Context: an optimization exercise on an open-source flow, tuned for a short achievable clock period and few clock cycles. The choices shown serve that exercise and are no tape-out recipe. The RTL was checked by simulation tests, not by an equivalence proof against the original design. No activity file was given, so power comes from the tool's default toggle rates.

Setup of run 1:
Design in_order_cpu, start of the top module:
module in_order_cpu(
    input clk, rst,
    output spart_wrt_en,
    output [31:0] spart_wrt_add,
    output [31:0] spart_wrt_data,
    output [9:0] imem_addr,
    input [31:0] imem_data,
    output dmem_ren,
    input [31:0] dmem_rdata
);
Size: ~8,800 cells after synthesis, about 1,800 flip-flops, ~140 I/O pins, ~0.085 sq mm of cells after synthesis.
export LEC_CHECK = 0
export CAP_MARGIN = 20
export CORE_MARGIN = 2
export CORE_UTILIZATION = 45
export SLEW_MARGIN = 20
create_clock -name core_clock -period 10.5 [get_ports {clk}]
standard.sh (not shown) runs the stock make flow with config.mk's settings and CLKGATE_MAP_FILE= SYNTH_SCRIPT=/design/flow/synth_recipe.tcl, a recipe that flattens the netlist after the stock synthesis.
==> flow/flow/run.sh <==
#!/bin/bash
# The standard layout (standard.sh), with two changes:
#  * synthesis: the standard flow's synthesis script, but abc maps the logic with a
#    delay-driven script (flow/abc_fast.script) and the adders are left to abc
#    (ADDER_MAP_FILE empty); registers are mapped exactly as in the standard
#    synthesis;
#  * timing repair aims below the design's period (SETUP_SLACK_MARGIN).
# The constraints (constraint.sdc) are the design's, unchanged.
set -euo pipefail
export FAST_ABC_SCRIPT="$PWD/flow/abc_fast.script"
bash standard.sh SYNTH_SCRIPT="$PWD/flow/synth.tcl" ADDER_MAP_FILE= SETUP_SLACK_MARGIN=7.0 finish > standard_flow.log 2>&1
==> flow/flow/abc_fast.script <==
strash
dch
map -D 500
buffer
upsize -D 500
dnsize -D 500
==> flow/flow/synth.tcl <==
# The standard flow's synthesis script (synth_recipe.tcl) with one change: abc maps the
# logic with abc_fast.script (delay-driven map) instead of ORFS's speed script.
# Registers are mapped before abc, as in the standard synthesis.
proc synth {args} { yosys synth -nofsm -noshare {*}$args }
proc abc {args} {
  set i [lsearch -exact $args -script]
  if { $i >= 0 } { lset args [expr { $i + 1 }] $::env(FAST_ABC_SCRIPT) }
  yosys abc {*}$args
}
source $::env(SCRIPTS_DIR)/synth.tcl
# left out here: clear keep_hierarchy, flatten, clean up, hide names made inside functions, write 1_2_yosys.v
Testbench counts of run 1, summed over its fixed seeds: cycles 110,994.
diff inputs: run 1 => run 2
diff --git a/flow/design.v b/flow/design.v
--- a/flow/design.v
+++ b/flow/design.v
@@ -47,25 +47,24 @@
 module in_order_cpu(
     input clk, rst,
     output spart_wrt_en,
     output [31:0] spart_wrt_add,
     output [31:0] spart_wrt_data,
     output [9:0] imem_addr,
     input [31:0] imem_data,
     output dmem_ren,
     input [31:0] dmem_rdata
 );
 localparam A_ADD = 0, A_SUB = 1, A_AND = 2, A_OR = 3, A_XOR = 4, A_SLL = 5, A_SRL = 6, A_SRA = 7;
 reg [31:0] pc;
-reg [9:0]  fa;         
 reg        d_valid;
 reg [31:0] d_instr;
 reg [31:0] d_pc1;
 reg [31:0] d_rs_oh, d_rt_oh;    
 reg [31:0] d_rs_rfl, d_rs_rfh, d_rt_rfl, d_rt_rfh;
 wire [31:0] d_rs_rf = d_rs_rfl | d_rs_rfh;
 wire [31:0] d_rt_rf = d_rt_rfl | d_rt_rfh;
 reg        d_lw, d_sw, d_use_rs, d_use_rtx;    
 reg [4:0]  d_rs_sel, d_rt_sel;  
 reg        d_pt;       
 reg [31:0] d_brt;      
 reg        d_pjr;      
@@ -87,25 +86,25 @@
 reg [31:0] m_res;
 reg [4:0]  m_dst;
 reg        m_regw, m_lw;
 reg [31:0] w_res;
 reg [4:0]  w_dst;
 reg        w_regw;
 reg [31:0] x_res;
 reg [4:0]  x_dst;
 reg        x_regw;
 reg [31:0] rf [0:31];
 reg        ra_v;
 reg [31:0] ra_val;
-assign imem_addr = fa;
+assign imem_addr = pc[9:0];
 wire [31:0] pc_inc;
 ks_add #(32) i_pc_inc (.a(pc), .b(32'd0), .cin(1'b1), .s(pc_inc), .cout());
 wire [5:0] f_op = imem_data[31:26];
 wire f_br  = (f_op >= 6'h13) && (f_op <= 6'h19);
 wire f_j   = (f_op == 6'h1a) || (f_op == 6'h1b);
 wire f_ret = (f_op == 6'h1d) && (imem_data[25:21] == 5'd31) && ra_v;
 wire [31:0] f_brt;       
 add_sext16 i_f_brt (.a(pc), .imm(imem_data[15:0]), .cin(1'b1), .s(f_brt));
 wire f_same = imem_data[25:21] == imem_data[20:16];
 wire f_pt  = f_br && !(f_same && (f_op == 6'h15 || f_op == 6'h18 || f_op == 6'h19)) &&
              !(!f_same && f_op == 6'h14 && !imem_data[15]);
 wire [31:0] f_next = f_pt  ? f_brt :
@@ -261,31 +260,24 @@
         3'd1: br_taken = br_z;             
         3'd2: br_taken = !br_z && !br_n;   
         3'd3: br_taken = !br_n;            
         3'd4: br_taken = br_z || br_n;     
         3'd5: br_taken = br_n;             
         3'd6: br_taken = !br_z;            
         default: br_taken = 1'b1;
     endcase
 end
 wire jr_ok = e_pjr && (e_ptgt == e_sd);
 wire redir_e = (e_brv && (br_taken != e_pt)) || (e_jrv && !jr_ok);
 wire [31:0] e_tgt = e_jr ? e_sd : e_alt;    
-wire [9:0] fa_next = redir_e ? e_tgt[9:0] : jr_d ? rs_val[9:0] : stall ? pc[9:0] : f_next[9:0];
-always @(posedge clk or posedge rst) begin
-    if (rst)
-        fa <= 10'd0;
-    else
-        fa <= fa_next;
-end
 always @(posedge clk or posedge rst) begin
     if (rst) begin
         pc <= 32'd0;
         d_valid <= 1'b0;
     end else if (redir_e) begin
         pc <= e_tgt;
         d_valid <= 1'b0;
     end else if (jr_d) begin
         pc <= rs_val;
         d_valid <= 1'b0;
     end else if (!stall) begin
         pc <= f_next;
Notes after the runs:
Fill cell total of the finished layout essentially unchanged between run 1 and run 2. Number of buffers inserted during clock tree synthesis: lower on run 2. A startpoint-to-endpoint class of the critical path of reg -> reg is what run 1 shows, while in -> reg belongs to run 2. Status: starting utilization of the core area parity (run 2, run 1). Of run 2 and run 1, the lower portion of the layout cell area used by non-clock buffers belongs to run 2. [run 2] synthesis-to-finish area growth fell 2.0 points relative to run 1. Run 2 ends up with a per-cell via count in the routed design that is 1.7% lower than in run 1. From run 1 to run 2 the numbers moved as follows: floorplan die area fell by 0.99%, area of all placed cells without fillers fell by 2.6%, power fell by 2.8%, post-layout instance count excluding filler cells fell by 195.
Testbench counts of run 2, summed over its fixed seeds: cycles 110,994.

re-timing with driven ports:
The flow's constraints put no driver on any port. The routed layouts listed below were extracted and timed again, unchanged, in two steps. Step 1 assumes that a clkbuf_16 drives the clock port and a buf_2 every other input. Step 2, shift: input delay + t, output delay - t, t = (earliest + latest rising clock arrival at the registers) / 2. This alone moves slack from input paths to output paths. Slacks: ideal / step 1 / step 2; pairs: ideal / step 1.
| run | t, ns | slack for setup (ns) | clock arrival spread, ns |
|---|---|---|---|
| run 1 | 0.946 | 6.786 / 6.786 / 5.975 | 0.079 / 0.080 |
| run 2 | 0.970 | 6.874 / 6.845 / 5.940 | 0.060 / 0.061 |
After both steps every run listed still meets setup and hold. The setup slack of run 2, which loses most, moves by -0.029 ns with the drivers and by -0.934 ns with both steps.
